Source: an optimization exercise on an open RTL-to-GDS flow (aim: small area and a short achievable clock period). Production flows keep margins and buffers that such runs may drop.
Only simulation tests tie the RTL to the original design; equivalence was not proved.
Power and IR drop assume default switching activity.

## top_level
module top_level
#(parameter WIDTH = 8)
(
	input clk, rst, init, finish, ack,
	input [WIDTH-1:0]
		ori_0,
		ori_1,
		ori_2,
		ori_3,
		ori_4,
		ori_5,
		ori_6,
		ori_7,
		ori_8,
		ori_9,
		ori_10,
		ori_11,
		ori_12,
		ori_13,
		ori_14,
		ori_15,
		ori_16,
		ori_17,
		ori_18,
		ori_19,
		ori_20,
		ori_21,
		ori_22,
		ori_23,
		ori_24,
		ori_25,
		ori_26,
		ori_27,
		ori_28,
		ori_29,
		ori_30,
		ori_31,
		can_0,
		can_1,
		can_2,
		can_3,
		can_4,
		can_5,
		can_6,
		can_7,
		can_8,
		can_9,
		can_10,
		can_11,
		can_12,
		can_13,
		can_14,
		can_15,
		can_16,
		can_17,
		can_18,
		can_19,
		can_20,
		can_21,
		can_22,
		can_23,
		can_24,
		can_25,
		can_26,
		can_27,
		can_28,
		can_29,
		can_30,
		can_31,
	output done,
	output [WIDTH+4:0] out_sad
	);
==> flow/config.mk <==
export PLATFORM = sky130hd
export DESIGN_NAME = top_level
export DESIGN_NICKNAME = top_level
export VERILOG_FILES = /design/flow/design.v
export SDC_FILE = /design/flow/constraint.sdc
export NUM_CORES = 4
export LEC_CHECK = 0
export ABC_AREA = 1
export CAP_MARGIN = 20
export CORE_MARGIN = 2
export CORE_UTILIZATION = 45
export PLACE_DENSITY = 0.9
export SLEW_MARGIN = 20
==> flow/constraint.sdc <==
create_clock -name core_clock -period 5.8 [get_ports {clk}]
set_input_delay 1.1600 -clock core_clock [delete_from_list [all_inputs] [get_ports {clk}]]
set_output_delay 1.1600 -clock core_clock [all_outputs]
set_load 0.01 [all_outputs]
standard.sh (not shown) runs the stock make flow with config.mk's settings and CLKGATE_MAP_FILE= SYNTH_SCRIPT=/design/flow/synth_recipe.tcl, a recipe that flattens the netlist after the stock synthesis.
==> flow/flow/run.sh <==
#!/bin/bash
# The standard layout, except that the port buffers are buf_1 cells
# (buffer_ports otherwise picks the slow, large clkdlybuf4s50_1). repair_design
# and repair_timing still resize them as they do any buffer.
set -euo pipefail
export BUFFER_PORTS_ARGS="-buffer_cell sky130_fd_sc_hd__buf_1"
bash standard.sh finish > standard.log 2>&1
The starting point went through all stages and came out clean.
Next try:
- CORE_UTILIZATION: 45 -> 60
- PLACE_DENSITY: 0.9 -> 0.75
Result:
- first-iteration DRC count is lower by 9.0%
- non-clock buffer count is unchanged
- synthesized area does not change
- global-route usage is higher by 5.9 points
- via count is lower by 1.9%
- final area is lower by 0.49%
- sequential share of layout area barely changes
- combinational power stays flat
- register-to-register slack loses 60 ps
- power is about the same
- cell count is lower by 3.8%
Next try:
==> flow/flow/run.sh (replaced) <==
#!/bin/bash
# The standard layout with two changes:
#  - the port buffers are buf_1 cells (buffer_ports otherwise picks the slow,
#    large clkdlybuf4s50_1); repair_design and repair_timing still resize them.
#  - synthesis maps the logic with abc_speed.script from this folder: the
#    standard script's delay mapping without its final buffering and sizing
#    passes, so the netlist starts small and the layout's repair_timing sizes
#    up only the paths that need it. Registers, flattening and renaming are
#    exactly as in the standard flow's synthesis (synth_recipe.tcl is used unchanged).
set -euo pipefail
export BUFFER_PORTS_ARGS="-buffer_cell sky130_fd_sc_hd__buf_1"
rm -rf scripts_abc
cp -r "$FLOW_HOME/scripts" scripts_abc
cp flow/abc_speed.script scripts_abc/abc_speed.script
export SCRIPTS_DIR="$PWD/scripts_abc"
bash standard.sh finish > standard.log 2>&1
==> flow/flow/abc_speed.script (new file) <==
strash
&get -n
&st
&dch
&nf
&put
- ABC_AREA: 1 -> not set
- CORE_UTILIZATION: 60 -> 40
- PLACE_DENSITY: 0.75 -> not set
- SETUP_SLACK_MARGIN: not set -> 2.8
After rerunning: Via count shrinks by 19%. Combinational power rises by about 10%. Final area increases by 4.6%. Critical path depth is unchanged. Non-clock buffer count climbs by 81. Core utilization decreases by 15 points. Sequential share of layout area shrinks by 0.67 points. Area after synthesis came out lower by 11%. Total power went up by 11%.
Next try:
==> flow/flow/run.sh (replaced) <==
#!/bin/bash
# The standard layout, except that the port buffers are buf_1 cells
# (buffer_ports otherwise picks the slow, large clkdlybuf4s50_1). repair_design
# and repair_timing still resize them as they do any buffer.
set -euo pipefail
export BUFFER_PORTS_ARGS="-buffer_cell sky130_fd_sc_hd__buf_1"
bash standard.sh finish > standard.log 2>&1
- ABC_AREA: not set -> 1
- CORE_UTILIZATION: 40 -> 45
- PLACE_DENSITY: not set -> 0.9
removed: flow/flow/abc_speed.script
Outcome: Global-route usage rose by 0.73 points; worst hold slack got worse by 12 ps; power fell by 8.1%; setup slack is about the same; area after synthesis rose by 12%; cell area fell by 1.9%; final cell count rose by 21%; maximum frequency is about the same; sequential share of layout area rose by 0.30 points; clock skew rose by 5.0 ps.
Next try:
- CORE_UTILIZATION: 45 -> 40
- PLACE_DENSITY: 0.9 -> not set
- SETUP_SLACK_MARGIN: 2.8 -> not set
=> Design area decreases by 1.2%; final cell count increases by 1.9%; area after synthesis stays the same; sequential power hardly moves.

Another version of the RTL of top_level (not shown whole).
Size: about 2,400 cells after synthesis, ~260 flip-flops, about 24,000 µm² of cells after synthesis.
## top_level
module top_level
#(parameter WIDTH = 8)
(
	input clk, rst, init, finish, ack,
	input [WIDTH-1:0]
		ori_0,
		ori_1,
		ori_2,
		ori_3,
		ori_4,
		ori_5,
		ori_6,
		ori_7,
		ori_8,
		ori_9,
		ori_10,
		ori_11,
		ori_12,
		ori_13,
		ori_14,
		ori_15,
		ori_16,
		ori_17,
		ori_18,
		ori_19,
		ori_20,
		ori_21,
		ori_22,
		ori_23,
		ori_24,
		ori_25,
		ori_26,
		ori_27,
		ori_28,
		ori_29,
		ori_30,
		ori_31,
		can_0,
		can_1,
		can_2,
		can_3,
		can_4,
		can_5,
		can_6,
		can_7,
		can_8,
		can_9,
		can_10,
		can_11,
		can_12,
		can_13,
		can_14,
		can_15,
		can_16,
		can_17,
		can_18,
		can_19,
		can_20,
		can_21,
		can_22,
		can_23,
		can_24,
		can_25,
		can_26,
		can_27,
		can_28,
		can_29,
		can_30,
		can_31,
	output done,
	output [WIDTH+4:0] out_sad
	);
	wire idle, en;
	wire [12:0] sum;
	control b_control(
		.clk(clk),
		.rst(rst),
		.init(init),
		.finish(finish),
		.ack(ack),
		.done(done),
		.idle(idle),
		.en(en)
		);
	SAD_4x8 b_SAD_4x8(
		.clk(clk),
		.ori_0(ori_0),
		.ori_1(ori_1),
		.ori_2(ori_2),
		.ori_3(ori_3),
		.ori_4(ori_4),
		.ori_5(ori_5),
		.ori_6(ori_6),
		.ori_7(ori_7),
		.ori_8(ori_8),
		.ori_9(ori_9),
		.ori_10(ori_10),
		.ori_11(ori_11),
		.ori_12(ori_12),
		.ori_13(ori_13),
		.ori_14(ori_14),
		.ori_15(ori_15),
		.ori_16(ori_16),
		.ori_17(ori_17),
		.ori_18(ori_18),
		.ori_19(ori_19),
		.ori_20(ori_20),
		.ori_21(ori_21),
		.ori_22(ori_22),
		.ori_23(ori_23),
		.ori_24(ori_24),
		.ori_25(ori_25),
		.ori_26(ori_26),
		.ori_27(ori_27),
		.ori_28(ori_28),
		.ori_29(ori_29),
		.ori_30(ori_30),
		.ori_31(ori_31),
		.can_0(can_0),
		.can_1(can_1),
		.can_2(can_2),
		.can_3(can_3),
		.can_4(can_4),
		.can_5(can_5),
		.can_6(can_6),
		.can_7(can_7),
		.can_8(can_8),
  ...
export LEC_CHECK = 0
export CAP_MARGIN = 20
export CORE_MARGIN = 2
export CORE_UTILIZATION = 40
export SETUP_SLACK_MARGIN = 2.7
export SLEW_MARGIN = 20
export SYNTH_HIERARCHICAL = 1
export SYNTH_MINIMUM_KEEP_SIZE = 0
create_clock -name core_clock -period 5.8 [get_ports {clk}]
==> flow/flow/run.sh <==
#!/bin/bash
# The standard layout with two changes:
#  - the port buffers are buf_1 cells (buffer_ports otherwise picks the slow,
#    large clkdlybuf4s50_1); repair_design and repair_timing still resize them.
#  - synthesis maps the logic with abc_speed.script from this folder: the
#    standard script's delay mapping without its final buffering and sizing
#    passes, so the netlist starts small and the layout's repair_timing sizes
#    up only the paths that need it. Registers, flattening and renaming are
#    exactly as in the standard flow's synthesis (synth_recipe.tcl is used unchanged).
set -euo pipefail
export BUFFER_PORTS_ARGS="-buffer_cell sky130_fd_sc_hd__buf_1"
rm -rf scripts_abc
cp -r "$FLOW_HOME/scripts" scripts_abc
cp flow/abc_speed.script scripts_abc/abc_speed.script
export SCRIPTS_DIR="$PWD/scripts_abc"
bash standard.sh finish > standard.log 2>&1
==> flow/flow/abc_speed.script <==
strash
&get -n
&st
&dch
&nf
&put
The starting point passed the timing, design-rule and antenna checks.
Rerun with:
==> flow/flow/abc_speed.script (replaced) <==
strash
&get -n
&st
&dch
&nf -p -R 50
&put
--- a/flow/config.mk
+++ b/flow/config.mk
@@ -11 +11 @@
-export SETUP_SLACK_MARGIN = 2.7
+export SETUP_SLACK_MARGIN = 2.6
=> Cell area went down by about 0.35%; area after synthesis went down by 0.35%; routed wire length went up by 1.2%; setup slack gets worse by 94 ps; power went down by about 1.6%; global-route usage stays flat.
Rerun with:
==> flow/flow/run.sh (replaced) <==
#!/bin/bash
# The standard layout, except that the port buffers are buf_1 cells
# (buffer_ports otherwise picks the slow, large clkdlybuf4s50_1). repair_design
# and repair_timing still resize them as they do any buffer.
set -euo pipefail
export BUFFER_PORTS_ARGS="-buffer_cell sky130_fd_sc_hd__buf_1"
bash standard.sh finish > standard.log 2>&1
--- a/flow/config.mk
+++ b/flow/config.mk
@@ -7,0 +8 @@
+export ABC_AREA = 1
@@ -11 +11,0 @@
-export SETUP_SLACK_MARGIN = 2.6
removed: flow/flow/abc_speed.script
After rerunning: The new run finished clean. Non-clock buffer count drops by 10. Count of clock-buffer cells in the layout stays the same. Setup slack improves by 82 ps. Synthesized cell count went up by 66%.

quartz:
Starting RTL as in the previous note.
export LEC_CHECK = 0
export CAP_MARGIN = 20
export CORE_MARGIN = 2
export CORE_UTILIZATION = 40
export SETUP_SLACK_MARGIN = 0
export SLEW_MARGIN = 20
export SYNTH_HIERARCHICAL = 1
export SYNTH_MINIMUM_KEEP_SIZE = 0
create_clock -name core_clock -period 5.8 [get_ports {clk}]
==> flow/flow/run.sh <==
#!/bin/bash
# The standard layout with two changes:
#  - the port buffers are buf_1 cells (buffer_ports otherwise picks the slow,
#    large clkdlybuf4s50_1); repair_design and repair_timing still resize them.
#  - synthesis maps the logic with abc_speed.script from this folder: the
#    standard script's delay mapping without its final buffering and sizing
#    passes, so the netlist starts small and the layout's repair_timing sizes
#    up only the paths that need it. Registers, flattening and renaming are
#    exactly as in the standard flow's synthesis (synth_recipe.tcl is used unchanged).
set -euo pipefail
export BUFFER_PORTS_ARGS="-buffer_cell sky130_fd_sc_hd__buf_1"
rm -rf scripts_abc
cp -r "$FLOW_HOME/scripts" scripts_abc
cp flow/abc_speed.script scripts_abc/abc_speed.script
export SCRIPTS_DIR="$PWD/scripts_abc"
bash standard.sh finish > standard.log 2>&1
==> flow/flow/abc_speed.script <==
strash
&get -n
&st
&dch
&nf
&put
quartz completed every stage of the flow, and the final layout passed the timing, design-rule and antenna checks.
Input-level comparison between sierra and quartz:
Settings: ABC_AREA: unset -> 1; SETUP_SLACK_MARGIN: 0 -> 2.6.
==> flow/flow/run.sh <==
#!/bin/bash
# The standard layout, except that the port buffers are buf_1 cells
# (buffer_ports otherwise picks the slow, large clkdlybuf4s50_1). repair_design
# and repair_timing still resize them as they do any buffer.
set -euo pipefail
export BUFFER_PORTS_ARGS="-buffer_cell sky130_fd_sc_hd__buf_1"
bash standard.sh finish > standard.log 2>&1
removed: flow/flow/abc_speed.script
Notes after the runs:
sierra: flow completed, timing, DRC and antenna clean. quartz completed every stage of the flow, and the final layout passed the timing, design-rule and antenna checks. Between sierra and quartz, the worst slack at placement is higher for sierra. Die span in x in sierra is about 10% above quartz. On fraction of power consumed by combinational cells: between sierra and quartz, it ends up lower for quartz. Min share of total power in the clock network across sierra and quartz: sierra. [sierra] power consumed by sequential cells fell about 4% relative to quartz. A worst setup path endpoint of total[12] is what quartz shows, while b_SAD_4x8.rb[27] belongs to sierra.
## Diff of input files: xenon against sierra
Settings: changing CORE_UTILIZATION from 40 to 50; setting PLACE_DENSITY to 0.8 for the first time; removing ABC_AREA (formerly 1).
==> flow/flow/run.sh <==
#!/bin/bash
# The standard layout with two changes:
#  - the port buffers are buf_1 cells (buffer_ports otherwise picks the slow,
#    large clkdlybuf4s50_1); repair_design and repair_timing still resize them.
#  - synthesis maps the logic with abc_speed.script from this folder: the
#    standard script's delay mapping without its final buffering and sizing
#    passes, so the netlist starts small and the layout's repair_timing sizes
#    up only the paths that need it. Registers, flattening and renaming are
#    exactly as in the standard flow's synthesis (synth_recipe.tcl is used unchanged).
set -euo pipefail
export BUFFER_PORTS_ARGS="-buffer_cell sky130_fd_sc_hd__buf_1"
rm -rf scripts_abc
cp -r "$FLOW_HOME/scripts" scripts_abc
cp flow/abc_speed.script scripts_abc/abc_speed.script
export SCRIPTS_DIR="$PWD/scripts_abc"
bash standard.sh finish > standard.log 2>&1
==> flow/flow/abc_speed.script (new file) <==
strash
&get -n
&st
&dch
&nf
&put
Results
- xenon: full flow OK, the timing, design-rule and antenna checks passed
- In the tables for xenon and sierra, count of buffer and inverter cells on the critical path reads higher with xenon.
- Taking sierra as the reference point, the met1 layer usage reported by global route of xenon rises by 3.0 points.
- Compared with sierra, xenon shows a higher actual transition at the worst max-transition pin.
- The higher fraction of power spent switching nets came out of sierra.
- Insertion delay to the later sink of the worst-skew pair: xenon vs sierra down 0.04 ns
- The higher cell count along the critical path of xenon and sierra is in xenon.
- Diff sierra -> xenon: fmax went down 1.1%, wire length went down by 23%.
Inputs modified between xenon and zinc:
Settings: ABC_AREA newly set to 1; PLACE_DENSITY removed (was 0.8); SETUP_SLACK_MARGIN changed from 2.6 to 2.9; CORE_UTILIZATION changed from 50 to 40.
==> flow/flow/run.sh <==
#!/bin/bash
# The standard layout, except that the port buffers are buf_1 cells
# (buffer_ports otherwise picks the slow, large clkdlybuf4s50_1). repair_design
# and repair_timing still resize them as they do any buffer.
set -euo pipefail
export BUFFER_PORTS_ARGS="-buffer_cell sky130_fd_sc_hd__buf_1"
bash standard.sh finish > standard.log 2>&1
removed: flow/flow/abc_speed.script
Results
Relative to xenon, average vias per placed instance has decreased by 9.5% in zinc. In the flow results for xenon and zinc, the register fraction of the total cell area is larger on xenon. zinc does better than xenon on max-slew headroom at the worst pin. Taking xenon as 1.0, zinc lands at 1.5 on die area. Diff xenon -> zinc | via count | increase of about 40%. When zinc is measured against xenon, its count of clock-buffer cells in the layout turns out about 26% higher. Sort xenon and zinc by number of antenna violations at the first check in global routing, ascending, and xenon comes first. xenon → zinc: highest achievable clock rate saw an increase, setup slack now larger.
Edits applied to the flow inputs when going from zinc to pepper:
Settings: ABC_AREA no longer set, was 1; GPL_ROUTABILITY_DRIVEN now 0, previously not set; SETUP_SLACK_MARGIN now 2.6, was 2.9.
==> flow/flow/run.sh <==
#!/bin/bash
# The standard layout with two changes:
#  - the port buffers are buf_1 cells (buffer_ports otherwise picks the slow,
#    large clkdlybuf4s50_1); repair_design and repair_timing still resize them.
#  - synthesis maps the logic with abc_speed.script from this folder: the
#    standard script's delay mapping without its final buffering and sizing
#    passes, so the netlist starts small and the layout's repair_timing sizes
#    up only the paths that need it. Registers, flattening and renaming are
#    exactly as in the standard flow's synthesis (synth_recipe.tcl is used unchanged).
set -euo pipefail
export BUFFER_PORTS_ARGS="-buffer_cell sky130_fd_sc_hd__buf_1"
rm -rf scripts_abc
cp -r "$FLOW_HOME/scripts" scripts_abc
cp flow/abc_speed.script scripts_abc/abc_speed.script
export SCRIPTS_DIR="$PWD/scripts_abc"
bash standard.sh finish > standard.log 2>&1
==> flow/flow/abc_speed.script (new file) <==
strash
&get -n
&st
&dch
&nf
&put
==> comparison <==
pepper: PASS, flow complete, no timing, DRC or antenna violations
zinc: done, clean on timing, DRC and antenna
pepper vs. zinc: post-route fraction of the period consumed by the critical path up 2.7 points; worst hold slack neither gained nor lost much; final worst slack shrank by 0.16 ns; share of cell area taken by flip-flops and latches grew by 2.9 points.
Taking zinc as the reference, in pepper synthesized area per cell now larger, area of all placed cells without fillers now smaller, multi-input combinational cell count now smaller.
Post-synthesis compound-gate area fraction for pepper is higher than for zinc.

## port drivers added, routing unchanged
In the flow no input, the clock included, has a driving cell. The finished layouts below were timed again as built, in two steps.
Step 1 sets driving cells, clkbuf_16 on the clock port and buf_2 on the other inputs (assumed; they add their load-dependent delay and slew).
Step 2 adds t to the input delays and takes it off the output delays; t is the mean of the earliest and latest rising clock arrival at the registers after step 1. Input paths then give back, and output paths get back, about the clock's delay inside the block.
Slacks: ideal ports / drivers / drivers and shift; pairs: ideal ports / drivers.
| run | shift t [ns] | setup WS [ns] | hold WS [ns] | latest minus earliest clock arrival (ns) |
|---|---|---|---|---|
| the first run of note 1 | 0.589 | 2.578 / 2.578 / 2.298 | 0.405 / 0.405 / 0.405 | 0.017 / 0.016 |
| the second run of note 1 | 0.596 | 2.513 / 2.513 / 2.199 | 0.369 / 0.369 / 0.369 | 0.010 / 0.010 |
| the third run of note 1 | 0.619 | 2.690 / 2.690 / 2.149 | 0.414 / 0.383 / 0.414 | 0.012 / 0.012 |
| the fourth run of note 1 | 0.604 | 2.690 / 2.690 / 2.376 | 0.402 / 0.402 / 0.402 | 0.014 / 0.014 |
| the fifth run of note 1 | 0.625 | 2.570 / 2.570 / 2.180 | 0.379 / 0.379 / 0.379 | 0.033 / 0.033 |
| the first run of note 2 | 0.589 | 2.763 / 2.787 / 2.207 | 0.440 / 0.407 / 0.473 | 0.010 / 0.011 |
| the second run of note 2 | 0.603 | 2.669 / 2.699 / 2.096 | 0.453 / 0.420 / 0.467 | 0.008 / 0.009 |
| the third run of note 2 | 0.616 | 2.751 / 2.751 / 2.401 | 0.442 / 0.410 / 0.442 | 0.035 / 0.034 |
| quartz | 0.601 | 2.327 / 2.327 / 1.933 | 0.426 / 0.393 / 0.466 | 0.012 / 0.013 |
| sierra | 0.616 | 2.751 / 2.751 / 2.401 | 0.442 / 0.410 / 0.442 | 0.035 / 0.034 |
| xenon | 0.583 | 2.716 / 2.716 / 2.197 | 0.430 / 0.429 / 0.430 | 0.011 / 0.011 |
| zinc | 0.619 | 2.860 / 2.860 / 2.398 | 0.434 / 0.402 / 0.455 | 0.031 / 0.030 |
| pepper | 0.605 | 2.702 / 2.728 / 2.123 | 0.435 / 0.406 / 0.470 | 0.016 / 0.016 |
After both steps setup and hold are still met in every run listed. The setup slack of pepper, which loses most, moves by +0.026 ns with the drivers and by -0.579 ns with both steps.
